This design comes from an exercise in tuning for a short achievable clock period and few clock cycles on the open sky130 flow, not from production work. Only simulation tests tie the RTL to the original design; equivalence was not proved. Power is estimated from default activity; no workload was simulated.

==> config.mk <==
export PLATFORM = sky130hd
export DESIGN_NAME = riscv_sc
export DESIGN_NICKNAME = riscv_sc
export VERILOG_FILES = /design/flow/design.v
export SDC_FILE = /design/flow/constraint.sdc
export NUM_CORES = 4
export LEC_CHECK = 0
export CAP_MARGIN = 20
export CORE_MARGIN = 2
export CORE_UTILIZATION = 30
export SETUP_SLACK_MARGIN = 0.5
export SLEW_MARGIN = 20
==> constraint.sdc <==
create_clock -name core_clock -period 11.0 [get_ports {clk_i}]
set_input_delay 2.2000 -clock core_clock [delete_from_list [all_inputs] [get_ports {clk_i}]]
set_output_delay 2.2000 -clock core_clock [all_outputs]
set_load 0.01 [all_outputs]
==> design.v <==
module alu #(
    parameter int XLen = 32
) (
    input  logic [XLen-1:0] a_i,
    input  logic [XLen-1:0] b_i,
    input  logic [5:0]      op_i,
    output logic [XLen-1:0] result_o
);
  logic [XLen-1:0] sum, diff;
  logic lt;
  assign sum  = a_i + b_i;
  assign diff = a_i - b_i;
  assign lt   = (a_i[XLen-1] ^ b_i[XLen-1]) ? a_i[XLen-1] : diff[XLen-1];
  assign result_o = ({XLen{op_i[0]}} & sum)
                  | ({XLen{op_i[1]}} & diff)
                  | ({XLen{op_i[2]}} & (a_i & b_i))
                  | ({XLen{op_i[3]}} & (a_i | b_i))
                  | ({XLen{op_i[4]}} & (a_i ^ b_i))
                  | ({{(XLen-1){1'b0}}, op_i[5] & lt});
endmodule
module regfile #(
    parameter int XLen = 32,
    parameter int NReg = 32,
    localparam int NRegWidth = $clog2(NReg)
) (
    input  logic                 clk_i,
    input  logic                 rst_ni,
    input  logic [NRegWidth-1:0] a1_i,
    input  logic [NRegWidth-1:0] a2_i,
    input  logic [NRegWidth-1:0] a3_i,    
    input  logic [XLen-1:0]      wd3_i,
    output logic [XLen-1:0]      rd1_o,
    output logic [XLen-1:0]      rd2_o
);
  logic [NReg-1:1]         valid_q;
  logic [NReg*XLen-1:XLen] rf_q;
  for (genvar i = 1; i < NReg; i++) begin : g_reg
    always_ff @(posedge clk_i or negedge rst_ni) begin
      if (!rst_ni) valid_q[i] <= 1'b0;
      else if (a3_i == i) valid_q[i] <= 1'b1;
    end
    always_ff @(posedge clk_i) begin
      if (a3_i == i) rf_q[i*XLen+:XLen] <= wd3_i;
    end
  end
  logic [XLen-1:0] r1, r2;
  always_comb begin
    r1 = '0;
    r2 = '0;
    for (int i = 1; i < NReg; i++) begin
      if (a1_i == i && valid_q[i]) r1 = r1 | rf_q[i*XLen+:XLen];
      if (a2_i == i && valid_q[i]) r2 = r2 | rf_q[i*XLen+:XLen];
    end
  end
  assign rd1_o = (a3_i != '0 && a3_i == a1_i) ? wd3_i : r1;
  assign rd2_o = (a3_i != '0 && a3_i == a2_i) ? wd3_i : r2;
endmodule
module riscv_sc #(
    parameter int XLen = 32,
    parameter int ILen = 32,
    parameter int AddrWidth = 16
) (
    input logic clk_i,
    input logic rst_ni,
    output logic [AddrWidth-1:0] pmem_addr_o,
    input logic [ILen-1:0] pmem_rdata_i,
    output logic [AddrWidth-1:0] dmem_addr_o,
    input logic [XLen-1:0] dmem_rdata_i,
    output logic dmem_we_o,
    output logic [XLen-1:0] dmem_wdata_o
);
  localparam logic [6:0] OpLoad = 7'b0000011;
  localparam logic [6:0] OpStore = 7'b0100011;
  localparam logic [6:0] OpReg = 7'b0110011;
  localparam logic [6:0] OpImm = 7'b0010011;
  localparam logic [6:0] OpBranch = 7'b1100011;
  localparam logic [6:0] OpLui = 7'b0110111;
  localparam logic [6:0] OpJal = 7'b1101111;
  logic [31:0] pc_q;
  logic        d_valid_q;
  logic [31:0] d_ir_q;
  logic [31:0] d_pc_q;
  logic [31:0] e_a_q, e_b_q, e_r2_q;
  logic        e_fa_m_q, e_fa_w_q, e_fb_m_q, e_fb_w_q, e_fr_m_q, e_fr_w_q;
  logic [5:0]  e_op_q;
  logic [4:0]  e_rd_q;       
  logic        e_load_q, e_store_q, e_beq_q;
  logic [31:0] e_target_q;
  logic [31:0] m_res_q, m_wdata_q;
  logic [4:0]  m_rd_q;
  logic        m_load_q, m_store_q;
  logic [31:0] w_res_q;
  logic [4:0]  w_rd_q;
  logic [31:0] ir;
  logic [6:0]  op;
  logic [4:0]  rs1, rs2, rd;
  logic [2:0]  funct3;
  logic is_load, is_store, is_reg, is_imm, is_beq, is_lui, is_jal;
  logic beq_same, uses_rs1, uses_rs2, writes_rd;
  logic [31:0] imm_i, imm_s, imm_b, imm_j, imm_u;
  logic [31:0] rd1, rd2;
  logic [31:0] d_target, d_link;
  logic [5:0]  d_aluop;
  logic redirect_d, stall, flush_e;
  assign ir     = d_ir_q;
  assign op     = ir[6:0];
  assign rs1    = ir[19:15];
  assign rs2    = ir[24:20];
  assign rd     = ir[11:7];
  assign funct3 = ir[14:12];
  assign is_load  = op == OpLoad;
  assign is_store = op == OpStore;
  assign is_reg   = op == OpReg;
  assign is_imm   = op == OpImm;
  assign is_beq   = op == OpBranch;
  assign is_lui   = op == OpLui;
  assign is_jal   = op == OpJal;
  assign beq_same  = is_beq && rs1 == rs2;
  assign uses_rs1  = is_load | is_store | is_reg | is_imm | (is_beq & ~beq_same);
  assign uses_rs2  = is_store | is_reg | (is_beq & ~beq_same);
  assign writes_rd = (is_load | is_reg | is_imm | is_lui | is_jal) && rd != 5'd0;
  assign imm_i = {{20{ir[31]}}, ir[31:20]};
  assign imm_s = {{20{ir[31]}}, ir[31:25], ir[11:7]};
  assign imm_b = {{19{ir[31]}}, ir[31], ir[7], ir[30:25], ir[11:8], 1'b0};
  assign imm_j = {{11{ir[31]}}, ir[31], ir[19:12], ir[20], ir[30:21], 1'b0};
  assign imm_u = {ir[31:12], 12'b0};
  assign d_target = d_pc_q + (is_jal ? imm_j : imm_b);
  assign d_link   = d_pc_q + 32'd4;
  always_comb begin
    d_aluop = 6'b000001;
    if (is_reg | is_imm) begin
      unique case (funct3)
        3'b000:  d_aluop = (is_reg && ir[30]) ? 6'b000010 : 6'b000001;
        3'b111:  d_aluop = 6'b000100;
        3'b110:  d_aluop = 6'b001000;
        3'b100:  d_aluop = 6'b010000;
        3'b010:  d_aluop = 6'b100000;
        default: d_aluop = 6'b000001;
      endcase
    end
  end
  regfile #(
      .XLen(XLen),
      .NReg(32)
  ) regfile_i (
      .clk_i (clk_i),
      .rst_ni(rst_ni),
      .a1_i  (rs1),
      .a2_i  (rs2),
      .a3_i  (w_rd_q),
      .wd3_i (w_res_q),
      .rd1_o (rd1),
      .rd2_o (rd2)
  );
  assign stall = d_valid_q && e_load_q && e_rd_q != 5'd0 &&
                 ((uses_rs1 && rs1 == e_rd_q) || (uses_rs2 && rs2 == e_rd_q));
  assign redirect_d = d_valid_q && (is_jal || beq_same) && !flush_e;
  logic fa_m, fa_w, fr_m, fr_w;
  assign fa_m = rs1 != 5'd0 && rs1 == e_rd_q;
  assign fa_w = rs1 != 5'd0 && rs1 == m_rd_q && !fa_m;
  assign fr_m = rs2 != 5'd0 && rs2 == e_rd_q;
  assign fr_w = rs2 != 5'd0 && rs2 == m_rd_q && !fr_m;
  logic [31:0] a, b, r2, res;
  logic eq;
  assign a  = e_fa_m_q ? m_res_q : e_fa_w_q ? w_res_q : e_a_q;
  assign b  = e_fb_m_q ? m_res_q : e_fb_w_q ? w_res_q : e_b_q;
  assign r2 = e_fr_m_q ? m_res_q : e_fr_w_q ? w_res_q : e_r2_q;
  alu #(
      .XLen(XLen)
  ) alu_i (
      .a_i(a),
      .b_i(b),
      .op_i(e_op_q),
      .result_o(res)
  );
  assign eq = a == r2;
  assign flush_e = e_beq_q && eq;
  always_ff @(posedge clk_i or negedge rst_ni) begin
    if (!rst_ni) begin
      pc_q      <= '0;
      d_valid_q <= 1'b0;
      e_rd_q    <= '0;
      e_load_q  <= 1'b0;
      e_store_q <= 1'b0;
      e_beq_q   <= 1'b0;
      m_rd_q    <= '0;
      m_load_q  <= 1'b0;
      m_store_q <= 1'b0;
      w_rd_q    <= '0;
    end else begin
      if (flush_e) pc_q <= e_target_q;
      else if (stall) pc_q <= pc_q;
      else if (redirect_d) pc_q <= d_target;
      else pc_q <= pc_q + 32'd4;
      if (flush_e || redirect_d) d_valid_q <= 1'b0;
      else if (!stall) d_valid_q <= 1'b1;
      if (flush_e || stall || !d_valid_q) begin
        e_rd_q    <= '0;
        e_load_q  <= 1'b0;
        e_store_q <= 1'b0;
        e_beq_q   <= 1'b0;
      end else begin
        e_rd_q    <= writes_rd ? rd : 5'd0;
        e_load_q  <= is_load;
        e_store_q <= is_store;
        e_beq_q   <= is_beq && !beq_same;
      end
      m_rd_q    <= e_rd_q;
      m_load_q  <= e_load_q;
      m_store_q <= e_store_q;
      w_rd_q <= m_rd_q;
    end
  end
  always_ff @(posedge clk_i) begin
    if (!stall) begin
      d_ir_q <= pmem_rdata_i;
      d_pc_q <= pc_q;
    end
    e_a_q      <= (is_lui) ? 32'd0 : (is_jal) ? d_link : rd1;
    e_b_q      <= (is_reg) ? rd2 : (is_store) ? imm_s : (is_lui) ? imm_u : (is_jal) ? 32'd0 : imm_i;
    e_r2_q     <= rd2;
    e_fa_m_q   <= fa_m && uses_rs1;
    e_fa_w_q   <= fa_w && uses_rs1;
    e_fb_m_q   <= fr_m && is_reg;
    e_fb_w_q   <= fr_w && is_reg;
    e_fr_m_q   <= fr_m;
    e_fr_w_q   <= fr_w;
    e_op_q     <= (is_reg | is_imm) ? d_aluop : 6'b000001;
    e_target_q <= d_pc_q + imm_b;
    m_res_q   <= res;
    m_wdata_q <= r2;
    w_res_q <= m_load_q ? dmem_rdata_i : m_res_q;
  end
  assign pmem_addr_o  = pc_q[AddrWidth-1:0];
  assign dmem_addr_o  = m_res_q[AddrWidth-1:0];
  assign dmem_we_o    = m_store_q;
  assign dmem_wdata_o = m_wdata_q;
endmodule
==> run.sh <==
#!/bin/bash
# synth_recipe.tcl (not shown) runs the flow's synth.tcl, then flattens the netlist and writes it again
# the make line also repeats each setting of config.mk as NAME=value (left out here)
make -C /OpenROAD-flow-scripts/flow DESIGN_CONFIG=/design/flow/config.mk WORK_HOME=/design/flow/orfs CLKGATE_MAP_FILE= SYNTH_SCRIPT=/design/flow/synth_recipe.tcl finish
==> notes.md, run 1 <==
Overflow after GRT=0; largest net degree at the start of global routing=65; die area=219000 um^2; Avg Inst Size Synth=between 10 and 15 um^2; routed vias/inst=around 6.7; Setup CP Type=reg2reg; largest reg by FF count=regfile_i.rf_q; post-CTS sizing=0; worst-skew pair later-pin latency=about 830 ps; H-tree Lvls=4; vias=between 50000 and 60000; root buf cell=clkbuf_16; CP Launch Type=flip-flop; final hold viol count=0; worst-case vdd ir drop=roughly 0.00018 V; cell area power density=about 170 nW/um^2; Avg WL per Cell=roughly 37 um; Total Neg Setup Slack=0 ps; setup slack, reg-to-reg=approximately 5300 ps; max incr delay on CP=approximately 740 ps; # hold bufs at CTS=0; HP Class=reg2reg; share of cells above drive strength 1=a little over a tenth; all-layer global routing usage=a little over a quarter; Area Overhead vs Synth=14.3%; Stages on worst setup path=18; worst path arrival time=about 6500 ps; Initial Util=between 30% and 40%; # nets final=5462; Clock Path Buffers=3; Net Count, Synth=approximately 5500; total power=between 10 and 15 mW; sequential area share after synthesis=59.6%; RSZ-0062 raised after global routing=false; Placed Instance Area=69200 um^2; CP most frequent cell=a21oi_1; Clock Power Share=38.6%; Comb pwr share=between 10% and 20%; CTS tree=done; final core occ=34.5%; Syn Std Cell Area=64700 um^2; CP Cell Sequence=buf_4 -> mux2_1 -> mux2i_1 -> inv_1 -> ha_1 -> o21bai_1 -> a21oi_1 -> o31ai_1 -> o211ai_1 -> a21oi_1 -> o41ai_1 -> o31ai_1 -> a21o_1 -> a21oi_1 -> fa_1 -> o21ai_0 -> nor2_1 -> a21bo_2; overall die height=about 470 um; Critical Path RT=between 10000 and 15000 ps; site row count=170; Post-DP HPWL=~170 mm; Yosys warning count=2; Cells after Synth=between 5000 and 6000; DIE WIDTH=between 400 and 500 um; Max Slew Vio Count=0; max_cap viols=0; DRT Wirelength=a little over 300 mm; ANT nets after route=0; Internal=roughly 9.3 mW; DR pass1 iterations=12; # port buffers=130; critical path fanouts, max=32; ys async rst share=under 10%; area leader, netlist=edfxtp_1; CTS clk-pin slew, worst paths=roughly 60 ps; hold path cells=0; worst rel slew slack=between 15 and 20%; synth top area cells=edfxtp_1 49%, dfxtp_1 7.3%, a22oi_1 4.4%, a22o_1 3.7%, a221oi_1 3.7%; final setup fails=0; First DRT Iteration DRCs=~14000; initial antenna violation count=20; unique cell type count in the Yosys netlist=98; Worst path slowest cell=o41ai_1; Tmin final=5690 ps; FF+latch count, synth=between 1000 and 1500; worst path bufs/invs=2; period utilization=51.8%; core box area=between 200000 and 250000 um^2; FF-to-FF Start=e_fa_w_q; Post-synth EDFFs=roughly 1100; hold endpoint=m_load_q; drt drc=0; kind of end point of the critical path=flip-flop; R2R depth=18; clock skew=~47 ps; non-filler cells, final=8219; Top Ports=approximately 130; Psw=~3.6 mW; max reg flops=about 990; post-synth top area share=roughly half; global-route wire length before repair=roughly 410 mm; gpl congestion=a little under 1; vias in the first global route=51200; worst reg2reg path endpoint=m_res_q[31]; measured slew at the worst slew-check pin=1240 ps; ys flop type=edfxtp_1; placed cell count=between 7000 and 8000; filler instances=20700; Sink Count=1376; HP Start=e_load_q; sequential share of power=between 40% and 50%; Post CTS Setup Buffer Count=0; achievable frequency=176 MHz; Sw Ratio=between 20% and 30%; fin area=~74000 um^2; status=no timing/DRC/antenna violations; Top delay family on crit path=compound AO/OA/AOI/OAI gates; Pleak=25.3 nW; total CTS buffers=around 150
[power by group through the flow]
stage                     registers [mW]  clock network (mW)  logic (mW)
after floorplan                     6.28                   0       0.969
after global placement              6.36                   0        1.55
after detailed placement            6.37                   0        1.57
after CTS                           6.26                4.95        1.58
after global routing                6.29                5.15        1.74
final                               6.27                4.96        1.63
[through the flow]
step,hold WS (ps),worst slack [ps]
global placement,390,5370
global route,424,5020
floorplan,331,6590
CTS,408,5520
finish,397,5310
detailed placement,398,5610
[kinds of logic (layout without fill, tap and decap cells)]
group           count (synthesis)  count (layout)  share of synthesized area (%)
compound gates               1703            1703                           20.0
simple gates                 1149            1149                           8.98
buf+inv                       556             669                           3.65
other cells                     0               9                              0
fa+ha+maj                     145             145                           2.86
mux                           167             167                           2.75
xor+xnor                      163             163                           2.21
flops                        1376            1376                           59.6
[worst reg2reg max path, delay by kind of cell (launching register included)]
kind / cells / cell delay, ps
compound gates: 11 / 3180
mux: 2 / 800
buf+inv: 2 / 640
fa+ha+maj: 2 / 640
flops: 1 / 310
simple gates: 1 / 50
[cell usage in the layout, fill, tap and decap left out, types with 34 or more instances in the layout]
master,count
edfxtp_1,1056
a22oi_1,380
a22o_1,271
a221oi_1,270
nand2_1,245
dfxtp_1,222
a21oi_1,203
nor2_1,195
buf_4,155
nand3_1,147
clkbuf_16,146
ha_1,140
nand4_1,134
o21ai_0,133
clkdlybuf4s50_1,129
inv_1,113
mux2i_1,99
nor3_1,94
dfrtp_1,83
xnor2_1,82
xor2_1,81
a222oi_1,64
o21a_1,43
a21o_1,43
or2_2,40
mux2_2,39
clkinv_1,39
and3_2,38
and2_1,36
a31oi_1,36
a211oi_1,36
and3_1,34
[per-layer routing]
layer,global-route usage (%),wire [um],vias to the layer above
met5,0,85,-
met2,36.1,118000,5931
met4,15.4,22900,10
met3,12.6,54600,1405
li1,-,-,21000
met1,33.7,106000,26600
[synthesized netlist by cell type (84+ instances only)]
library cell / count
a21oi_1: 203
a221oi_1: 270
a22o_1: 271
a22oi_1: 380
and3_1: 96
clkbuf_1: 275
dfrtp_1: 84
dfxtp_1: 236
edfxtp_1: 1056
ha_1: 140
inv_1: 113
mux2i_1: 99
nand2_1: 246
nand3_1: 148
nand4_1: 134
nor2_1: 220
nor3_1: 106
o21ai_0: 133
[worst max path at each step]
stage,start,to
floorplan,e_fb_w_q,m_res_q[31]
global placement,w_res_q[8],m_res_q[31]
detailed placement,w_res_q[7],m_res_q[31]
CTS,w_res_q[7],m_res_q[31]
global route,e_fa_w_q,m_res_q[31]
finish,e_fa_w_q,m_res_q[31]
[area by class of cell]
type | count | area (um^2) | share of cell area [%]
sequential | 1376 | 38600 | 52.1
multi-input combinational | 3327 | 24300 | 32.8
clock buffer | 185 | 3870 | 5.23
tap | 2838 | 3550 | 4.80
timing repair buffer | 284 | 2450 | 3.32
clock inverter | 83 | 820 | 1.11
inverter | 117 | 439 | 0.594
antenna | 9 | 22.5 | 0.0304
Testbench counts, summed over its fixed seeds: cycles 93,771.
==> inputs of run 2 (changes only) <==
--- a/design.v
+++ b/design.v
@@ -77,7 +77,13 @@
   localparam logic [6:0] OpLui = 7'b0110111;
   localparam logic [6:0] OpJal = 7'b1101111;
   logic [31:0] pc_q;
+  localparam int NBtb = 8;
+  logic [NBtb-1:0]   btb_valid_q;
+  logic [31:2]       btb_tag_q[NBtb];
+  logic [31:0]       btb_target_q[NBtb];
+  logic [$clog2(NBtb)-1:0] btb_ptr_q;
   logic        d_valid_q;
+  logic        d_pred_q;     
   logic [31:0] d_ir_q;
   logic [31:0] d_pc_q;
   logic [31:0] e_a_q, e_b_q, e_r2_q;
@@ -91,6 +97,18 @@
   logic        m_load_q, m_store_q;
   logic [31:0] w_res_q;
   logic [4:0]  w_rd_q;
+  logic        btb_hit;
+  logic [31:0] btb_target;
+  always_comb begin
+    btb_hit = 1'b0;
+    btb_target = '0;
+    for (int i = 0; i < NBtb; i++) begin
+      if (btb_valid_q[i] && btb_tag_q[i] == pc_q[31:2]) begin
+        btb_hit = 1'b1;
+        btb_target = btb_target_q[i];
+      end
+    end
+  end
   logic [31:0] ir;
   logic [6:0]  op;
   logic [4:0]  rs1, rs2, rd;
@@ -101,7 +119,7 @@
   logic [31:0] rd1, rd2;
   logic [31:0] d_target, d_link;
   logic [5:0]  d_aluop;
-  logic redirect_d, stall, flush_e;
+  logic stall, flush_e;
   assign ir     = d_ir_q;
   assign op     = ir[6:0];
   assign rs1    = ir[19:15];
@@ -154,7 +172,10 @@
   );
   assign stall = d_valid_q && e_load_q && e_rd_q != 5'd0 &&
                  ((uses_rs1 && rs1 == e_rd_q) || (uses_rs2 && rs2 == e_rd_q));
-  assign redirect_d = d_valid_q && (is_jal || beq_same) && !flush_e;
+  logic taken_d, mispred_d, redirect_d;
+  assign taken_d    = is_jal || beq_same;
+  assign redirect_d = d_valid_q && !flush_e && (taken_d != d_pred_q);
+  assign mispred_d  = d_pred_q;    
   logic fa_m, fa_w, fr_m, fr_w;
   assign fa_m = rs1 != 5'd0 && rs1 == e_rd_q;
   assign fa_w = rs1 != 5'd0 && rs1 == m_rd_q && !fa_m;
@@ -178,6 +199,8 @@
   always_ff @(posedge clk_i or negedge rst_ni) begin
     if (!rst_ni) begin
       pc_q      <= '0;
+      btb_valid_q <= '0;
+      btb_ptr_q <= '0;
       d_valid_q <= 1'b0;
       e_rd_q    <= '0;
       e_load_q  <= 1'b0;
@@ -190,8 +213,13 @@
     end else begin
       if (flush_e) pc_q <= e_target_q;
       else if (stall) pc_q <= pc_q;
-      else if (redirect_d) pc_q <= d_target;
+      else if (redirect_d) pc_q <= mispred_d ? d_link : d_target;
+      else if (btb_hit) pc_q <= btb_target;
       else pc_q <= pc_q + 32'd4;
+      if (redirect_d && !mispred_d) begin
+        btb_valid_q[btb_ptr_q] <= 1'b1;
+        btb_ptr_q <= btb_ptr_q + 1'b1;
+      end
       if (flush_e || redirect_d) d_valid_q <= 1'b0;
       else if (!stall) d_valid_q <= 1'b1;
       if (flush_e || stall || !d_valid_q) begin
@@ -215,6 +243,11 @@
     if (!stall) begin
       d_ir_q <= pmem_rdata_i;
       d_pc_q <= pc_q;
+      d_pred_q <= btb_hit;
+    end
+    if (redirect_d && !mispred_d) begin
+      btb_tag_q[btb_ptr_q] <= d_pc_q[31:2];
+      btb_target_q[btb_ptr_q] <= d_target;
     end
     e_a_q      <= (is_lui) ? 32'd0 : (is_jal) ? d_link : rd1;
     e_b_q      <= (is_reg) ? rd2 : (is_store) ? imm_s : (is_lui) ? imm_u : (is_jal) ? 32'd0 : imm_i;
--- a/config.mk
+++ b/config.mk
@@ -5,8 +5,9 @@
 export SDC_FILE = /design/flow/constraint.sdc
 export NUM_CORES = 4
 export LEC_CHECK = 0
+export ABC_CLOCK_PERIOD_IN_PS = 2500
 export CAP_MARGIN = 20
 export CORE_MARGIN = 2
 export CORE_UTILIZATION = 30
-export SETUP_SLACK_MARGIN = 0.5
+export SETUP_SLACK_MARGIN = 5
 export SLEW_MARGIN = 20
==> run 2 against run 1 <==
  * Still clean
  * Synthesized area increased by 33%
  * Via count increased by 27%
  * Flip-flop and latch count increased by 508
  * Critical path depth decreased by 1
  * Global-route usage decreased by 0.78 points
  * Sequential share of layout area increased by 2.3 points
  * Synthesized cell count increased by 29%
  * Non-clock buffer count increased by 78
  * Register-to-register slack improved by 20 ps
  * Largest cell class unchanged
  * Largest power group unchanged
==> notes.md, run 2 <==
status=no timing/DRC/antenna violations (unchanged); Pleak=33.1 nW (was 25.3 nW); period utilization=51.6% (was 51.8%); global-route wire length before repair=528 mm (was 408 mm); DIE WIDTH=540 um (was 468 um); measured slew at the worst slew-check pin=1380 ps (was 1240 ps); CP Launch Type=flip-flop (unchanged); ys flop type=edfxtp_1 (unchanged); Total Neg Setup Slack=0 ps (unchanged); Top delay family on crit path=compound AO/OA/AOI/OAI gates (unchanged); final hold viol count=0 (unchanged); area leader, netlist=edfxtp_1 (unchanged); unique cell type count in the Yosys netlist=102 (was 98); # nets final=7032 (was 5462); total CTS buffers=196 (was 145); Post-synth EDFFs=1553 (was 1056); Post CTS Setup Buffer Count=0 (unchanged); vias=69600 (was 54900); ANT nets after route=0 (unchanged); root buf cell=clkbuf_16 (unchanged); non-filler cells, final=10800 (was 8219); leading cell type in the layout, fill and taps excluded=edfxtp_1 (unchanged); achievable frequency=176 MHz (about the same); largest net degree at the start of global routing=65 (unchanged); post-synth top area share=54.1% (was 49.0%); cell area power density=193 nW/um^2 (was 174 nW/um^2); site row count=196 (was 170); hold_ws=359 ps (was 397 ps); max_cap viols=0 (unchanged); kind of end point of the critical path=flip-flop (unchanged); Syn Std Cell Area=86200 um^2 (was 64700 um^2); Top Registers=regfile_i.rf_q: 992 flops, btb_target_q: 256 flops, btb_tag_q: 240 flops; all-layer global routing usage=25.6% (was 26.4%); final core occ=34.6% (was 34.5%); routed vias/inst=6.46 (was 6.68); DRT Wirelength=390 mm (was 302 mm); Initial Util=30.2% (about the same); Avg Inst Size Synth=12.7 um^2 (was 12.3 um^2); Post-DP HPWL=230 mm (was 172 mm); R2R depth=17 (was 18); Area Overhead vs Synth=14.6% (was 14.3%); # port buffers=130 (unchanged); RSZ-0062 raised after global routing=false (unchanged); Net Count, Synth=6994 (was 5470); worst path bufs/invs=2 (unchanged); FF+latch count, synth=1884 (was 1376); DR pass1 iterations=13 (was 12); # hold bufs at CTS=0 (unchanged); most common cell in the netlist=edfxtp_1 (unchanged); CTS tree=done (unchanged); Cells after Synth=6779 (was 5259); drt drc=0 (unchanged); worst-skew pair later-pin latency=920 ps (was 830 ps); worst rel slew slack=7.28% (was 17.3%); initial antenna violation count=32 (was 20); final setup fails=0 (unchanged); setup slack, reg-to-reg=5330 ps (was 5310 ps); overall die height=540 um (was 468 um); Tmin final=5670 ps (was 5690 ps); hold endpoint=m_store_q (was m_load_q); Critical Path RT=11780 ps (was 11760 ps); Avg WL per Cell=36.2 um (was 36.7 um); HP Start=e_store_q (was e_load_q); met1 GRT Util=32.9% (was 33.7%); Setup CP Type=reg2reg (unchanged); FF-to-FF Start=e_fa_w_q (unchanged); hold path cells=0 (unchanged); die area=292000 um^2 (was 219000 um^2); worst-case vdd ir drop=0.000144 V (was 0.000177 V); Worst path slowest cell=o21ai_1 (was o41ai_1); HP Class=reg2reg (unchanged); most frequent cells after synthesis=1553 x edfxtp_1, 400 x a22oi_1, 375 x nand2_1 (was 1056 x edfxtp_1, 380 x a22oi_1, 275 x clkbuf_1); worst path arrival time=6450 ps (about the same); sequential area share after synthesis=62.4% (was 59.6%); critical path fanouts, max=32 (unchanged); placed cell count=10400 (was 7941); synth top area cells=edfxtp_1 54%, dfxtp_1 5.5%, xnor2_1 3.6%, a22oi_1 3.5%, dfrtp_1 2.8% (was edfxtp_1 49%, dfxtp_1 7.3%, a22oi_1 4.4%, a22o_1 3.7%, a221oi_1 3.7%); share of cells above drive strength 1=11.4% (was 10.9%); max reg flops=992 (unchanged); post-CTS sizing=0 (unchanged); core box area=285000 um^2 (was 215000 um^2); vias in the first global route=64600 (was 51200); gpl congestion=0.988 (was 0.965); largest reg by FF count=regfile_i.rf_q (unchanged); Sink Count=1884 (was 1376); Overflow after GRT=0 (unchanged); commonest non-fill, non-tap cells in the layout=1553 x edfxtp_1, 400 x a22oi_1, 374 x nand2_1, 350 x xnor2_1, 289 x nor2_1 (was 1056 x edfxtp_1, 380 x a22oi_1, 271 x a22o_1, 270 x a221oi_1, 245 x nand2_1); CP Cell Sequence=buf_4 -> mux2_2 -> mux2i_1 -> inv_1 -> ha_1 -> o311a_1 -> o211a_1 -> o211ai_1 -> nor2_1 -> o21ai_1 -> o31ai_1 -> a21o_1 -> a2111o_1 -> a21oi_1 -> fa_1 -> o21ai_0 -> a211o_1 (was buf_4 -> mux2_1 -> mux2i_1 -> inv_1 -> ha_1 -> o21bai_1 -> a21oi_1 -> o31ai_1 -> o211ai_1 -> a21oi_1 -> o41ai_1 -> o31ai_1 -> a21o_1 -> a21oi_1 -> fa_1 -> o21ai_0 -> nor2_1 -> a21bo_2); Yosys warning count=2 (unchanged); global route hottest layer=met2 (unchanged); Clock Path Buffers=4 (was 3); clock skew=99.7 ps (was 46.8 ps); First DRT Iteration DRCs=16100 (was 13600); CTS clk-pin slew, worst paths=60 ps (about the same); Top Ports=131 (unchanged); max incr delay on CP=570 ps (was 740 ps); GR Util met2=35.7% (was 36.1%); Max Slew Vio Count=0 (unchanged); grt met3 use=10.2% (was 12.6%); H-tree Lvls=4 (unchanged); ys async rst share=5.04% (was 6.10%); worst reg2reg path endpoint=m_res_q[31] (unchanged)
[run 2: changes by cell type in the layout (fill, tap and decap cells not counted), sizes merged, moves of 96 or more]
| cell | change |
|---|---|
| xnor2 | +279 |
| edfxtp | +497 |
| nand3 | +98 |
| nor2 | +110 |
| nand2 | +130 |
| nand4 | +96 |
[run 2: worst max path at each step]
| stage | start | endpoint | slack [ps] | cells after the start |
|---|---|---|---|---|
| 2_1_floorplan | d_ir_q[4] | btb_tag_q[2][0] | 5600 | 9 |
| 3_3_place_gp | e_fa_w_q | m_res_q[31] | 5380 | 17 |
| 3_5_place_dp | w_res_q[8] | btb_target_q[6][6] | 5420 | 12 |
| 4_1_cts | w_res_q[8] | btb_target_q[6][31] | 5370 | 12 |
| 5_1_grt | e_fa_w_q | m_res_q[31] | 5160 | 17 |
| 6_report | e_fa_w_q | m_res_q[31] | 5330 | 17 |
[run 2: per-layer routing]
metal	share of wire (%)	wire length (um)
met1	36	139000
met2	40	157000
met3	16	63500
met4	7.9	30900
met5	0.12	473
[run 2: logic make-up (layout without fill, tap and decap cells)]
kind of cell             count (synthesis)  count (layout)  synth area share, %
flip-flops                            1884            1884                 62.4
AO/OA/AOI/OAI                         1805            1805                 15.7
AND/OR/NAND/NOR                       1654            1654                 9.60
buffers and inverters                  665             855                 3.39
XOR/XNOR                               437             437                 4.48
multiplexers                           185             185                 2.28
adder cells (fa/ha/maj)                149             149                 2.21
other                                    0              35                    0
[run 2: layout make-up]
| class | instances | area (um^2) |
|---|---|---|
| Fill cell | 27500 | 187000 |
| Sequential cell | 1884 | 53800 |
| Multi-Input combinational cell | 4230 | 30100 |
| Clock buffer | 239 | 5230 |
| Tap cell | 3762 | 4710 |
| Timing Repair Buffer | 362 | 3040 |
| Clock inverter | 111 | 1300 |
| Inverter | 143 | 539 |
| Antenna cell | 35 | 87.6 |
[run 2: metrics by stage]
step                power, mW  area, um^2  setup WS, ps
CTS                      18.9       98600          5370
finish                   19.0       98800          5330
global placement         12.0       92000          5380
global route             19.4       98700          5160
floorplan                10.4       86200          5600
detailed placement       12.0       92000          5420
[run 2: report_power, final]
part,internal (mW),switching (mW)
Clock,4.05,2.95
Combinational,0.960,2.32
Sequential,8.38,0.379
Total,13.4,5.65
Testbench counts of run 2, summed over its fixed seeds: cycles 86,380.
==> inputs of run 3 (changes only) <==
--- a/design.v
+++ b/design.v
@@ -8,15 +8,44 @@
 );
   logic [XLen-1:0] sum, diff;
   logic lt;
-  assign sum  = a_i + b_i;
-  assign diff = a_i - b_i;
-  assign lt   = (a_i[XLen-1] ^ b_i[XLen-1]) ? a_i[XLen-1] : diff[XLen-1];
+  pfx_add #(.W(XLen)) add_i (.a_i(a_i), .b_i(b_i),  .cin_i(1'b0), .s_o(sum));
+  pfx_add #(.W(XLen)) sub_i (.a_i(a_i), .b_i(~b_i), .cin_i(1'b1), .s_o(diff));
+  assign lt = (a_i[XLen-1] ^ b_i[XLen-1]) ? a_i[XLen-1] : diff[XLen-1];
   assign result_o = ({XLen{op_i[0]}} & sum)
                   | ({XLen{op_i[1]}} & diff)
                   | ({XLen{op_i[2]}} & (a_i & b_i))
                   | ({XLen{op_i[3]}} & (a_i | b_i))
                   | ({XLen{op_i[4]}} & (a_i ^ b_i))
                   | ({{(XLen-1){1'b0}}, op_i[5] & lt});
+endmodule
+module pfx_add #(
+    parameter int W = 32,
+    localparam int L = $clog2(W)
+) (
+    input  logic [W-1:0] a_i,
+    input  logic [W-1:0] b_i,
+    input  logic         cin_i,
+    output logic [W-1:0] s_o
+);
+  logic [(L+1)*W-1:0] g, p;
+  logic [W-1:0] p0;
+  assign p0 = a_i ^ b_i;
+  assign g[0] = (a_i[0] & b_i[0]) | (p0[0] & cin_i);
+  assign p[0] = 1'b0;
+  assign g[W-1:1] = a_i[W-1:1] & b_i[W-1:1];
+  assign p[W-1:1] = p0[W-1:1];
+  for (genvar l = 0; l < L; l++) begin : g_lvl
+    for (genvar i = 0; i < W; i++) begin : g_bit
+      if (i >= (1 << l)) begin : g_op
+        assign g[(l+1)*W+i] = g[l*W+i] | (p[l*W+i] & g[l*W+i-(1<<l)]);
+        assign p[(l+1)*W+i] = p[l*W+i] & p[l*W+i-(1<<l)];
+      end else begin : g_pass
+        assign g[(l+1)*W+i] = g[l*W+i];
+        assign p[(l+1)*W+i] = p[l*W+i];
+      end
+    end
+  end
+  assign s_o = p0 ^ {g[L*W+:W-1], cin_i};
 endmodule
 module regfile #(
     parameter int XLen = 32,
@@ -79,8 +108,8 @@
   logic [31:0] pc_q;
   localparam int NBtb = 8;
   logic [NBtb-1:0]   btb_valid_q;
-  logic [31:2]       btb_tag_q[NBtb];
-  logic [31:0]       btb_target_q[NBtb];
+  logic [15:2]       btb_tag_q[NBtb];
+  logic [15:2]       btb_target_q[NBtb];
   logic [$clog2(NBtb)-1:0] btb_ptr_q;
   logic        d_valid_q;
   logic        d_pred_q;     
@@ -98,12 +127,12 @@
   logic [31:0] w_res_q;
   logic [4:0]  w_rd_q;
   logic        btb_hit;
-  logic [31:0] btb_target;
+  logic [15:2] btb_target;
   always_comb begin
     btb_hit = 1'b0;
     btb_target = '0;
     for (int i = 0; i < NBtb; i++) begin
-      if (btb_valid_q[i] && btb_tag_q[i] == pc_q[31:2]) begin
+      if (btb_valid_q[i] && btb_tag_q[i] == pc_q[15:2]) begin
         btb_hit = 1'b1;
         btb_target = btb_target_q[i];
       end
@@ -176,6 +205,11 @@
   assign taken_d    = is_jal || beq_same;
   assign redirect_d = d_valid_q && !flush_e && (taken_d != d_pred_q);
   assign mispred_d  = d_pred_q;    
+  logic        fill_q;
+  logic [31:0] fill_pc_q, fill_target_q;
+  logic        btb_fill;
+  assign btb_fill = fill_q && fill_target_q[31:16] == fill_pc_q[31:16] &&
+                    fill_target_q[1:0] == 2'b00;
   logic fa_m, fa_w, fr_m, fr_w;
   assign fa_m = rs1 != 5'd0 && rs1 == e_rd_q;
   assign fa_w = rs1 != 5'd0 && rs1 == m_rd_q && !fa_m;
@@ -201,6 +235,7 @@
       pc_q      <= '0;
       btb_valid_q <= '0;
       btb_ptr_q <= '0;
+      fill_q    <= 1'b0;
       d_valid_q <= 1'b0;
       e_rd_q    <= '0;
       e_load_q  <= 1'b0;
@@ -214,9 +249,10 @@
       if (flush_e) pc_q <= e_target_q;
       else if (stall) pc_q <= pc_q;
       else if (redirect_d) pc_q <= mispred_d ? d_link : d_target;
-      else if (btb_hit) pc_q <= btb_target;
+      else if (btb_hit) pc_q <= {pc_q[31:16], btb_target, 2'b00};
       else pc_q <= pc_q + 32'd4;
-      if (redirect_d && !mispred_d) begin
+      fill_q <= redirect_d && !mispred_d;
+      if (btb_fill) begin
         btb_valid_q[btb_ptr_q] <= 1'b1;
         btb_ptr_q <= btb_ptr_q + 1'b1;
       end
@@ -245,9 +281,11 @@
       d_pc_q <= pc_q;
       d_pred_q <= btb_hit;
     end
-    if (redirect_d && !mispred_d) begin
-      btb_tag_q[btb_ptr_q] <= d_pc_q[31:2];
-      btb_target_q[btb_ptr_q] <= d_target;
+    fill_pc_q <= d_pc_q;
+    fill_target_q <= d_target;
+    if (btb_fill) begin
+      btb_tag_q[btb_ptr_q] <= fill_pc_q[15:2];
+      btb_target_q[btb_ptr_q] <= fill_target_q[15:2];
     end
     e_a_q      <= (is_lui) ? 32'd0 : (is_jal) ? d_link : rd1;
     e_b_q      <= (is_reg) ? rd2 : (is_store) ? imm_s : (is_lui) ? imm_u : (is_jal) ? 32'd0 : imm_i;
==> flow/run.sh (new file) <==
#!/bin/bash
set -euo pipefail
bash standard.sh SETUP_SLACK_MARGIN=7.5 finish > standard.log 2>&1
==> standard.sh (new file) <==
#!/bin/bash
# synth_recipe.tcl (not shown) runs the flow's synth.tcl, then flattens the netlist and writes it again
# the make line also repeats each setting of config.mk as NAME=value (left out here)
make -C /OpenROAD-flow-scripts/flow DESIGN_CONFIG=/design/flow/config.mk WORK_HOME=/design/flow/orfs CLKGATE_MAP_FILE= SYNTH_SCRIPT=/design/flow/synth_recipe.tcl "${@:-finish}"
--- a/config.mk
+++ b/config.mk
@@ -5,7 +5,7 @@
 export SDC_FILE = /design/flow/constraint.sdc
 export NUM_CORES = 4
 export LEC_CHECK = 0
-export ABC_CLOCK_PERIOD_IN_PS = 2500
+export ABC_CLOCK_PERIOD_IN_PS = 2000
 export CAP_MARGIN = 20
 export CORE_MARGIN = 2
 export CORE_UTILIZATION = 30
removed: run.sh
==> run 3 against run 2 <==
  * Still clean on timing, DRC and antenna
  * Cell count shrank 9.9%
  * Setup slack improved by 1400 ps
  * Non-clock buffer count grew 118
  * Clock power decreased by 16%
  * Critical path depth shrank 2
  * Die area is 12% lower
  * First-iteration DRC count fell by 14%
  * Sequential power is 9.1% lower
  * Clock-buffer cell count decreased by 29
==> notes.md, run 3 <==
worst path arrival time=5010 ps (was 6450 ps); wire length on met2=138 mm (was 157 mm); core box area=251000 um^2 (was 285000 um^2); area of the multi-input gates=29000 um^2 (was 30100 um^2); Top Ports=131 (unchanged); max reg flops=992 (unchanged); Syn Std Cell Area=75800 um^2 (was 86200 um^2); Max Slew Vio Count=0 (unchanged); total power=16.4 mW (was 19.0 mW); DR pass1 iterations=12 (was 13); worst-skew pair later-pin latency=850 ps (was 920 ps); HP Class=reg2reg (unchanged); Avg Inst Size Synth=12.6 um^2 (was 12.7 um^2); most common cell in the netlist=edfxtp_1 (unchanged); Avg WL per Cell=35.5 um (was 36.2 um); DIE WIDTH=507 um (was 540 um); achievable frequency=234 MHz (was 176 MHz); period utilization=38.9% (was 51.6%); Pleak=31.3 nW (was 33.1 nW); status=no timing/DRC/antenna violations (unchanged); drt drc=0 (unchanged); Post-synth EDFFs=1281 (was 1553); Initial Util=30.2% (about the same); First DRT Iteration DRCs=13800 (was 16100); vias in the first global route=58400 (was 64600); total CTS buffers=168 (was 196); gpl congestion=0.955 (was 0.988); site row count=184 (was 196); ys async rst share=5.73% (was 5.04%); clock skew=66.5 ps (was 99.7 ps); Yosys warning count=2 (unchanged); # nets final=6414 (was 7032); Net Count, Synth=6238 (was 6994); Cells after Synth=6023 (was 6779); RSZ-0062 raised after global routing=true (was false); max_cap viols=0 (unchanged); worst rel slew slack=20.0% (was 7.28%); routed vias/inst=6.46 (about the same); Overflow after GRT=0 (unchanged); vias=62700 (was 69600); # port buffers=130 (unchanged); H-tree Lvls=4 (unchanged); final setup fails=0 (unchanged); FF+latch area=47000 um^2 (was 53800 um^2); Top Registers=regfile_i.rf_q: 992 flops, btb_tag_q: 112 flops, btb_target_q: 112 flops (was regfile_i.rf_q: 992 flops, btb_target_q: 256 flops, btb_tag_q: 240 flops); Clock Path Buffers=3 (was 4); DR top layer=met5 (unchanged); leading cell type in the layout, fill and taps excluded=edfxtp_1 (unchanged); worst-case vdd ir drop=0.000165 V (was 0.000144 V); largest reg by FF count=regfile_i.rf_q (unchanged); Post-DP HPWL=195 mm (was 230 mm); area leader, netlist=edfxtp_1 (unchanged); final hold viol count=0 (unchanged); most frequent cells after synthesis=1281 x edfxtp_1, 377 x a22oi_1, 357 x clkbuf_1 (was 1553 x edfxtp_1, 400 x a22oi_1, 375 x nand2_1); post-synth top area share=50.8% (was 54.1%); Critical Path RT=11730 ps (was 11780 ps); worst path bufs/invs=3 (was 2); M1 wire length=123 mm (was 139 mm); initial antenna violation count=23 (was 32); filler instances=23900 (was 27500); # hold bufs at CTS=0 (unchanged); Setup CP Type=reg2reg (unchanged); CP Launch Type=flip-flop (unchanged); Total Neg Setup Slack=0 ps (unchanged); kind of end point of the critical path=flip-flop (unchanged); die area=257000 um^2 (was 292000 um^2); fin area=90900 um^2 (was 98800 um^2); unique cell type count in the Yosys netlist=85 (was 102); Worst path slowest cell=or4_4 (was o21ai_1); met3 routed WL=57.5 mm (was 63.5 mm); global-route wire length before repair=464 mm (was 528 mm); CTS clk-pin slew, worst paths=60 ps (about the same); share of cells above drive strength 1=19.7% (was 11.4%); FF+latch count, synth=1674 (was 1884); ys flop type=edfxtp_1 (unchanged); Area Overhead vs Synth=19.9% (was 14.6%); cell area power density=181 nW/um^2 (was 193 nW/um^2); sequential area share after synthesis=61.8% (was 62.4%); DRT Wirelength=344 mm (was 390 mm); largest net degree at the start of global routing=65 (unchanged); overall die height=507 um (was 540 um); synth top area cells=edfxtp_1 51%, dfxtp_1 7.8%, a22oi_1 3.7%, a221oi_1 3.2%, dfrtp_1 3.2% (was edfxtp_1 54%, dfxtp_1 5.5%, xnor2_1 3.6%, a22oi_1 3.5%, dfrtp_1 2.8%); root buf cell=clkbuf_16 (unchanged); commonest non-fill, non-tap cells in the layout=1281 x edfxtp_1, 375 x a22oi_1, 328 x nand2_1, 276 x a221oi_1, 272 x buf_4 (was 1553 x edfxtp_1, 400 x a22oi_1, 374 x nand2_1, 350 x xnor2_1, 289 x nor2_1); CP Cell Sequence=buf_12 -> mux2_2 -> mux2i_4 -> ha_4 -> or4_4 -> buf_6 -> buf_6 -> nor4_4 -> a211oi_4 -> o311a_4 -> o41a_1 -> o41a_1 -> o21bai_1 -> nand3b_1 -> o211ai_1 (was buf_4 -> mux2_2 -> mux2i_1 -> inv_1 -> ha_1 -> o311a_1 -> o211a_1 -> o211ai_1 -> nor2_1 -> o21ai_1 -> o31ai_1 -> a21o_1 -> a2111o_1 -> a21oi_1 -> fa_1 -> o21ai_0 -> a211o_1); Top delay family on crit path=compound AO/OA/AOI/OAI gates (unchanged); max incr delay on CP=580 ps (was 570 ps); measured slew at the worst slew-check pin=1190 ps (was 1380 ps); hold_ws=366 ps (was 359 ps); all-layer global routing usage=25.5% (was 25.6%); Tmin final=4280 ps (was 5670 ps); CTS tree=done (unchanged); Placed Instance Area=81200 um^2 (was 92000 um^2); Sink Count=1674 (was 1884); critical path fanouts, max=8 (was 32); ANT nets after route=0 (unchanged)
==> run 3: cell count changes after synthesis, moves of 16 or more <==
cell and delta:
xnor2_1 -114, a22oi_1 -23, dfxtp_1 +61, nand3_1 -64, nand4_1 -76, nand2_1 -34, nor2b_1 +16, a311oi_1 -18
buf_4 -24, edfxtp_1 -272, nor4_1 -27, nor2_1 -114
==> run 3: area by class of cell <==
cell class | count | area share [%]
Sequential cell | 1674 | 51.7
Tap cell | 3348 | 4.61
Clock inverter | 100 | 1.16
Timing Repair Buffer | 480 | 4.95
Timing Repair inverter | 1 | 0.0179
Multi-Input combinational cell | 3727 | 31.9
Clock buffer | 210 | 4.95
Inverter | 147 | 0.642
Antenna cell | 17 | 0.0468
==> run 3: kinds of logic after synthesis <==
logic type               Yosys count  synth area share [%]
AO/OA/AOI/OAI                   1744                  17.2
flip-flops                      1674                  61.8
AND/OR/NAND/NOR                 1315                  8.71
buffers and inverters            624                  3.35
XOR/XNOR                         332                  3.84
multiplexers                     185                  2.58
adder cells (fa/ha/maj)          149                  2.51
==> run 3: worst register-to-register path: stages (launching register included) <==
cell and delay [ps]:
dfxtp_4 390, buf_12 160, mux2_2 390, mux2i_4 200
ha_4 240, or4_4 580, buf_6 150, buf_6 120
nor4_4 250, a211oi_4 140, o311a_4 360, o41a_1 430
o41a_1 420, o21bai_1 170, nand3b_1 100, o211ai_1 110
==> run 3: routing by layer <==
metal	track usage, %	vias up
met5	0.0370	-
met4	13.9	12
met3	10.7	1604
met2	35.7	6439
met1	33.0	30600
li1	-	24000
==> run 3: through the flow <==
step	cells	utilization (%)	setup WS, ps
after floorplan	6023	-	6950
after global placement	9193	32.3	5990
after detailed placement	9195	32.3	6110
after CTS	9601	35.4	6720
after global routing	9688	36.2	6600
final	9704	36.2	6720
==> run 3: worst paths after layout <==
check,from,to,slack (ps),cells past startpoint
setup / recovery,e_fa_w_q,m_res_q[28],6720,15
hold / removal,e_store_q,m_store_q,370,0
setup reg to reg,e_fa_w_q,m_res_q[28],6720,15
hold reg to reg,e_store_q,m_store_q,370,0
max in group asynchronous,rst_ni,m_load_q,8260,2
min in group asynchronous,rst_ni,btb_valid_q[2],1370,1
==> run 3: repair_timing <==
item / CTS / global route
pin swaps: 50 / 129
resized for setup: 698 / 241
endpoints found under the setup margin: 287 / 165
setup buffers: 91 / 80
cloned: 5 / 4
endpoints found under the hold margin: 0 / 0
==> run 3: power by group <==
part / internal [mW] / switching, mW
Combinational: 1.02 / 1.58
Sequential: 7.40 / 0.559
Clock: 3.23 / 2.64
Testbench counts of run 3, summed over its fixed seeds: cycles 86,380.
==> inputs of run 4 (changes only) <==
--- a/design.v
+++ b/design.v
@@ -111,12 +111,13 @@
   logic [15:2]       btb_tag_q[NBtb];
   logic [15:2]       btb_target_q[NBtb];
   logic [$clog2(NBtb)-1:0] btb_ptr_q;
+  logic        fill_q;
+  logic [31:0] fill_pc_q, fill_target_q;
   logic        d_valid_q;
   logic        d_pred_q;     
   logic [31:0] d_ir_q;
   logic [31:0] d_pc_q;
   logic [31:0] e_a_q, e_b_q, e_r2_q;
-  logic        e_fa_m_q, e_fa_w_q, e_fb_m_q, e_fb_w_q, e_fr_m_q, e_fr_w_q;
   logic [5:0]  e_op_q;
   logic [4:0]  e_rd_q;       
   logic        e_load_q, e_store_q, e_beq_q;
@@ -138,6 +139,9 @@
       end
     end
   end
+  logic btb_fill;
+  assign btb_fill = fill_q && fill_target_q[31:16] == fill_pc_q[31:16] &&
+                    fill_target_q[1:0] == 2'b00;
   logic [31:0] ir;
   logic [6:0]  op;
   logic [4:0]  rs1, rs2, rd;
@@ -146,7 +150,7 @@
   logic beq_same, uses_rs1, uses_rs2, writes_rd;
   logic [31:0] imm_i, imm_s, imm_b, imm_j, imm_u;
   logic [31:0] rd1, rd2;
-  logic [31:0] d_target, d_link;
+  logic [31:0] d_target_b, d_target_j, d_target, d_link;
   logic [5:0]  d_aluop;
   logic stall, flush_e;
   assign ir     = d_ir_q;
@@ -171,8 +175,10 @@
   assign imm_b = {{19{ir[31]}}, ir[31], ir[7], ir[30:25], ir[11:8], 1'b0};
   assign imm_j = {{11{ir[31]}}, ir[31], ir[19:12], ir[20], ir[30:21], 1'b0};
   assign imm_u = {ir[31:12], 12'b0};
-  assign d_target = d_pc_q + (is_jal ? imm_j : imm_b);
-  assign d_link   = d_pc_q + 32'd4;
+  assign d_target_b = d_pc_q + imm_b;
+  assign d_target_j = d_pc_q + imm_j;
+  assign d_target   = is_jal ? d_target_j : d_target_b;
+  assign d_link     = d_pc_q + 32'd4;
   always_comb begin
     d_aluop = 6'b000001;
     if (is_reg | is_imm) begin
@@ -205,46 +211,43 @@
   assign taken_d    = is_jal || beq_same;
   assign redirect_d = d_valid_q && !flush_e && (taken_d != d_pred_q);
   assign mispred_d  = d_pred_q;    
-  logic        fill_q;
-  logic [31:0] fill_pc_q, fill_target_q;
-  logic        btb_fill;
-  assign btb_fill = fill_q && fill_target_q[31:16] == fill_pc_q[31:16] &&
-                    fill_target_q[1:0] == 2'b00;
-  logic fa_m, fa_w, fr_m, fr_w;
-  assign fa_m = rs1 != 5'd0 && rs1 == e_rd_q;
-  assign fa_w = rs1 != 5'd0 && rs1 == m_rd_q && !fa_m;
-  assign fr_m = rs2 != 5'd0 && rs2 == e_rd_q;
-  assign fr_w = rs2 != 5'd0 && rs2 == m_rd_q && !fr_m;
-  logic [31:0] a, b, r2, res;
+  logic [31:0] m_value, a_d, r2_d, b_d;
+  logic fa_e, fa_m, fr_e, fr_m;
+  assign m_value = m_load_q ? dmem_rdata_i : m_res_q;
+  assign fa_e = uses_rs1 && rs1 == e_rd_q && rs1 != 5'd0;
+  assign fa_m = uses_rs1 && rs1 == m_rd_q && rs1 != 5'd0;
+  assign fr_e = uses_rs2 && rs2 == e_rd_q && rs2 != 5'd0;
+  assign fr_m = uses_rs2 && rs2 == m_rd_q && rs2 != 5'd0;
+  assign a_d  = fa_m ? m_value : is_lui ? 32'd0 : is_jal ? d_link : rd1;
+  assign r2_d = fr_m ? m_value : rd2;
+  assign b_d  = is_reg ? r2_d : is_store ? imm_s : is_lui ? imm_u : is_jal ? 32'd0 : imm_i;
+  logic [31:0] res;
   logic eq;
-  assign a  = e_fa_m_q ? m_res_q : e_fa_w_q ? w_res_q : e_a_q;
-  assign b  = e_fb_m_q ? m_res_q : e_fb_w_q ? w_res_q : e_b_q;
-  assign r2 = e_fr_m_q ? m_res_q : e_fr_w_q ? w_res_q : e_r2_q;
   alu #(
       .XLen(XLen)
   ) alu_i (
-      .a_i(a),
-      .b_i(b),
+      .a_i(e_a_q),
+      .b_i(e_b_q),
       .op_i(e_op_q),
       .result_o(res)
   );
-  assign eq = a == r2;
+  assign eq = e_a_q == e_r2_q;
   assign flush_e = e_beq_q && eq;
   always_ff @(posedge clk_i or negedge rst_ni) begin
     if (!rst_ni) begin
-      pc_q      <= '0;
+      pc_q        <= '0;
       btb_valid_q <= '0;
-      btb_ptr_q <= '0;
-      fill_q    <= 1'b0;
-      d_valid_q <= 1'b0;
-      e_rd_q    <= '0;
-      e_load_q  <= 1'b0;
-      e_store_q <= 1'b0;
-      e_beq_q   <= 1'b0;
-      m_rd_q    <= '0;
-      m_load_q  <= 1'b0;
-      m_store_q <= 1'b0;
-      w_rd_q    <= '0;
+      btb_ptr_q   <= '0;
+      fill_q      <= 1'b0;
+      d_valid_q   <= 1'b0;
+      e_rd_q      <= '0;
+      e_load_q    <= 1'b0;
+      e_store_q   <= 1'b0;
+      e_beq_q     <= 1'b0;
+      m_rd_q      <= '0;
+      m_load_q    <= 1'b0;
+      m_store_q   <= 1'b0;
+      w_rd_q      <= '0;
     end else begin
       if (flush_e) pc_q <= e_target_q;
       else if (stall) pc_q <= pc_q;
@@ -276,31 +279,25 @@
     end
   end
   always_ff @(posedge clk_i) begin
-    if (!stall) begin
-      d_ir_q <= pmem_rdata_i;
-      d_pc_q <= pc_q;
-      d_pred_q <= btb_hit;
-    end
-    fill_pc_q <= d_pc_q;
+    fill_pc_q     <= d_pc_q;
     fill_target_q <= d_target;
     if (btb_fill) begin
-      btb_tag_q[btb_ptr_q] <= fill_pc_q[15:2];
+      btb_tag_q[btb_ptr_q]    <= fill_pc_q[15:2];
       btb_target_q[btb_ptr_q] <= fill_target_q[15:2];
     end
-    e_a_q      <= (is_lui) ? 32'd0 : (is_jal) ? d_link : rd1;
-    e_b_q      <= (is_reg) ? rd2 : (is_store) ? imm_s : (is_lui) ? imm_u : (is_jal) ? 32'd0 : imm_i;
-    e_r2_q     <= rd2;
-    e_fa_m_q   <= fa_m && uses_rs1;
-    e_fa_w_q   <= fa_w && uses_rs1;
-    e_fb_m_q   <= fr_m && is_reg;
-    e_fb_w_q   <= fr_w && is_reg;
-    e_fr_m_q   <= fr_m;
-    e_fr_w_q   <= fr_w;
+    if (!stall) begin
+      d_ir_q   <= pmem_rdata_i;
+      d_pc_q   <= pc_q;
+      d_pred_q <= btb_hit;
+    end
+    e_a_q      <= fa_e ? res : a_d;
+    e_b_q      <= (fr_e && is_reg) ? res : b_d;
+    e_r2_q     <= fr_e ? res : r2_d;
     e_op_q     <= (is_reg | is_imm) ? d_aluop : 6'b000001;
-    e_target_q <= d_pc_q + imm_b;
+    e_target_q <= d_target_b;
     m_res_q   <= res;
-    m_wdata_q <= r2;
-    w_res_q <= m_load_q ? dmem_rdata_i : m_res_q;
+    m_wdata_q <= e_r2_q;
+    w_res_q <= m_value;
   end
   assign pmem_addr_o  = pc_q[AddrWidth-1:0];
   assign dmem_addr_o  = m_res_q[AddrWidth-1:0];
--- a/config.mk
+++ b/config.mk
@@ -5,9 +5,9 @@
 export SDC_FILE = /design/flow/constraint.sdc
 export NUM_CORES = 4
 export LEC_CHECK = 0
-export ABC_CLOCK_PERIOD_IN_PS = 2000
 export CAP_MARGIN = 20
 export CORE_MARGIN = 2
-export CORE_UTILIZATION = 30
+export CORE_UTILIZATION = 40
+export PLACE_DENSITY = 0.5
 export SETUP_SLACK_MARGIN = 5
 export SLEW_MARGIN = 20
==> run 4 against run 3 <==
  * Still clean on timing, DRC and antenna
  * Clock power up 11%
  * First-iteration DRC count down 0.57%
  * Power up 6.3%
  * Via count up 5.2%
  * Die area down 23%
  * Synthesized cell count up 6.7%
  * Sequential share of layout area down 1.8 points
  * Clock-buffer cell count up 31
  * Critical endpoint is now pmem_addr_o[6]
==> notes.md, run 4 <==
total CTS buffers=182 (was 168); worst rel slew slack=15.0% (was 20.0%); ys async rst share=5.76% (was 5.73%); Area Overhead vs Synth=21.5% (was 19.9%); sequential area share after synthesis=60.5% (was 61.8%); Tmin final=3740 ps (was 4280 ps); hold path cells=0 (unchanged); CTS clk-pin slew, worst paths=60 ps (about the same); Top Registers=regfile_i.rf_q: 992 flops, btb_tag_q: 112 flops, btb_target_q: 112 flops (unchanged); root buf cell=clkbuf_16 (unchanged); share of cells above drive strength 1=21.3% (was 19.7%); non-filler cells, final=9445 (was 9704); core box area=192000 um^2 (was 251000 um^2); vias=65900 (was 62700); Setup CP Type=reg2out (was reg2reg); measured slew at the worst slew-check pin=1270 ps (was 1190 ps); max reg flops=992 (unchanged); worst-skew pair later-pin latency=870 ps (was 850 ps); worst-case vdd ir drop=0.000140 V (was 0.000165 V); max incr delay on CP=450 ps (was 580 ps); site row count=161 (was 184); Top delay family on crit path=flip-flops (was compound AO/OA/AOI/OAI gates); Max Slew Vio Count=0 (unchanged); ys flop type=edfxtp_1 (unchanged); Sw Ratio=29.6% (was 29.1%); largest net degree at the start of global routing=53 (was 65); gpl congestion=0.956 (was 0.955); clock skew=78.9 ps (was 66.5 ps); Avg Inst Size Synth=12.0 um^2 (was 12.6 um^2); H-tree Lvls=4 (unchanged); synth top area cells=edfxtp_1 50%, a22oi_1 8.5%, dfxtp_1 7.5%, dfrtp_1 3.1%, xnor2_1 2.4% (was edfxtp_1 51%, dfxtp_1 7.8%, a22oi_1 3.7%, a221oi_1 3.2%, dfrtp_1 3.2%); Internal=12.3 mW (was 11.7 mW); filler instances=17000 (was 23900); unique cell type count in the Yosys netlist=100 (was 85); CP Launch Type=flip-flop (unchanged); kind of end point of the critical path=output pin (was flip-flop); Net Count, Synth=6643 (was 6238); Total Neg Setup Slack=0 ps (unchanged); vias in the first global route=60800 (was 58400); commonest non-fill, non-tap cells in the layout=1281 x edfxtp_1, 857 x a22oi_1, 475 x nand2_1, 337 x buf_4, 267 x nor2_1 (was 1281 x edfxtp_1, 375 x a22oi_1, 328 x nand2_1, 276 x a221oi_1, 272 x buf_4); First DRT Iteration DRCs=13800 (about the same); most frequent cells after synthesis=1281 x edfxtp_1, 875 x a22oi_1, 480 x nand2_1 (was 1281 x edfxtp_1, 377 x a22oi_1, 357 x clkbuf_1); Stages on worst setup path=2 (was 15); cell area power density=186 nW/um^2 (was 181 nW/um^2); Post-DP HPWL=226 mm (was 195 mm); CTS tree=done (unchanged); Syn Std Cell Area=77200 um^2 (was 75800 um^2); Worst path slowest cell=dfrtp_2 (was or4_4); period utilization=34.0% (was 38.9%); initial antenna violation count=34 (was 23); most common cell in the netlist=edfxtp_1 (unchanged); Post-synth EDFFs=1281 (unchanged); largest reg by FF count=regfile_i.rf_q (unchanged); final setup fails=0 (unchanged); Avg WL per Cell=41.5 um (was 35.5 um); leading cell type in the layout, fill and taps excluded=edfxtp_1 (unchanged); Psw=5.18 mW (was 4.79 mW); achievable frequency=267 MHz (was 234 MHz); Comb pwr share=17.2% (was 15.8%); R2R depth=10 (was 15); all-layer global routing usage=37.4% (was 25.5%); FF+latch count, synth=1668 (was 1674); Clock Power Share=37.3% (was 35.8%); Overflow after GRT=0 (unchanged); DRT Wirelength=392 mm (was 344 mm); Initial Util=40.2% (was 30.2%); sequential share of power=45.5% (was 48.4%); worst path arrival time=1540 ps (was 5010 ps); HP Class=reg2reg (unchanged); status=no timing/DRC/antenna violations (unchanged); hold_ws=362 ps (was 366 ps); total power=17.5 mW (was 16.4 mW); DR pass1 iterations=9 (was 12); Critical Path RT=8800 ps (was 11730 ps); # hold bufs at CTS=0 (unchanged); Cells after Synth=6428 (was 6023); Clock Path Buffers=3 (unchanged); # port buffers=130 (unchanged); final hold viol count=0 (unchanged); Sink Count=1668 (was 1674); max_cap viols=0 (unchanged); routed vias/inst=6.98 (was 6.46); area leader, netlist=edfxtp_1 (unchanged); die area=197000 um^2 (was 257000 um^2); Yosys warning count=2 (unchanged); post-synth top area share=49.8% (was 50.8%); placed cell count=8824 (was 9195); drt drc=0 (unchanged); DIE WIDTH=443 um (was 507 um); ANT nets after route=0 (unchanged); global-route wire length before repair=511 mm (was 464 mm); Top Ports=131 (unchanged); # nets final=6960 (was 6414); final core occ=48.8% (was 36.2%); CP Cell Sequence=buf_12 -> buf_6 (was buf_12 -> mux2_2 -> mux2i_4 -> ha_4 -> or4_4 -> buf_6 -> buf_6 -> nor4_4 -> a211oi_4 -> o311a_4 -> o41a_1 -> o41a_1 -> o21bai_1 -> nand3b_1 -> o211ai_1); Pleak=34.2 nW (was 31.3 nW); critical path fanouts, max=2 (was 8); worst path bufs/invs=2 (was 3); RSZ-0062 raised after global routing=true (unchanged); overall die height=443 um (was 507 um)
-- run 4: changes by cell type after synthesis, moves of 36 or more --
cell	previous run	this run
a221oi_1	276	26
nor4_1	24	85
mux2_2	74	38
a22o_1	267	22
buf_2	38	78
nand2_1	341	480
nor2_1	213	309
a22oi_1	377	875
mux2i_1	102	50
a31oi_1	34	76
clkbuf_1	357	301
-- run 4: layout make-up --
cell class,instances,area (um^2),share of cell area (%)
repair inverters,1,5.00,0.00533
multi-input cells,4129,30600,32.6
well taps,2526,3160,3.37
inverters,166,647,0.689
clock buffers,241,4950,5.27
diodes,15,37.5,0.0400
clock inverters,102,1370,1.46
repair buffers,597,6180,6.58
flip-flops and latches,1668,46900,50.0
-- run 4: final timing paths --
path,start,to,slack [ps]
hold / removal,e_r2_q[22],m_wdata_q[22],360
max in group asynchronous,rst_ni,w_rd_q[2],8150
setup reg to reg,d_ir_q[15],e_a_q[16],7300
min in group asynchronous,rst_ni,e_store_q,1470
hold reg to reg,e_r2_q[22],m_wdata_q[22],360
setup / recovery,pc_q[6],pmem_addr_o[6],7260
-- run 4: layer usage --
metal	GRT usage, %	vias to the layer above	share of wire (%)
met5	0.220	-	0.096
met4	22.2	32	7.8
met3	13.5	1613	15
met2	54.3	6102	41
met1	47.8	32500	36
li1	-	25700	-
-- run 4: stage by stage --
step | instance area, um^2 | setup WS (ps)
finish | 93800 | 7260
global route | 93800 | 7230
CTS | 90800 | 7190
detailed placement | 81700 | 6340
global placement | 81600 | 6020
floorplan | 77300 | 7090
-- run 4: repair_timing --
item,in CTS,in global routing
gates cloned,4,19
setup endpoints to repair,502,178
pin swaps,44,68
buffers inserted,117,123
gates resized for setup,785,341
-- run 4: logic make-up (layout without fill, tap and decap cells) --
kind of cell / count (synthesis) / after routing / share of synthesized area (%)
compound gates: 1859 / 1859 / 17.5
xor+xnor: 325 / 325 / 3.69
fa+ha+maj: 149 / 149 / 2.46
buf+inv: 634 / 1107 / 3.51
flops: 1668 / 1668 / 60.5
mux: 88 / 88 / 1.20
other cells: 0 / 15 / 0
simple gates: 1705 / 1708 / 11.2
-- run 4: worst register-to-register path, delay by kind of cell (launching register included) --
family | cells | cell delay (ps)
AND/OR/NAND/NOR | 4 | 950
buffers and inverters | 2 | 590
AO/OA/AOI/OAI | 4 | 1670
flip-flops | 1 | 350
-- run 4: power by group through the flow --
stage	clock network [mW]	logic (mW)	registers (mW)
final	6.52	3.00	7.96
after global routing	6.77	3.16	7.99
after CTS	6.54	2.80	7.94
after detailed placement	0	2.39	8.17
after global placement	0	2.39	8.17
after floorplan	0	1.61	7.80
Testbench counts of run 4, summed over its fixed seeds: cycles 86,380.

==> port drivers added, routing unchanged <==
The results above use ideal ports. As a check the final layouts listed here were re-extracted and re-timed, cells and wires unchanged.
Step 1, drivers: a clkbuf_16 drives clk_i and a buf_2 each remaining input, both assumed.
Step 2, shift: input delay + t, output delay - t, t = (earliest + latest rising clock arrival at the registers) / 2. This alone moves slack from input paths to output paths.
Three values: ideal ports, drivers, drivers and shift; two values: the first two.
| run | t, ns | setup slack, ns | worst setup path after step 2 |
|---|---|---|---|
| run 1 | 0.895 | 5.307 / 5.307 / 5.307 | register to register |
| run 2 | 0.980 | 5.327 / 5.327 / 5.327 | register to register |
| run 3 | 0.903 | 6.723 / 6.723 / 6.723 | register to register |
| run 4 | 0.919 | 7.256 / 7.169 / 6.928 | input to register |
After both steps setup and hold are still met in every run listed. The setup slack of run 4, which loses most, moves by -0.087 ns with the drivers and by -0.328 ns with both steps.
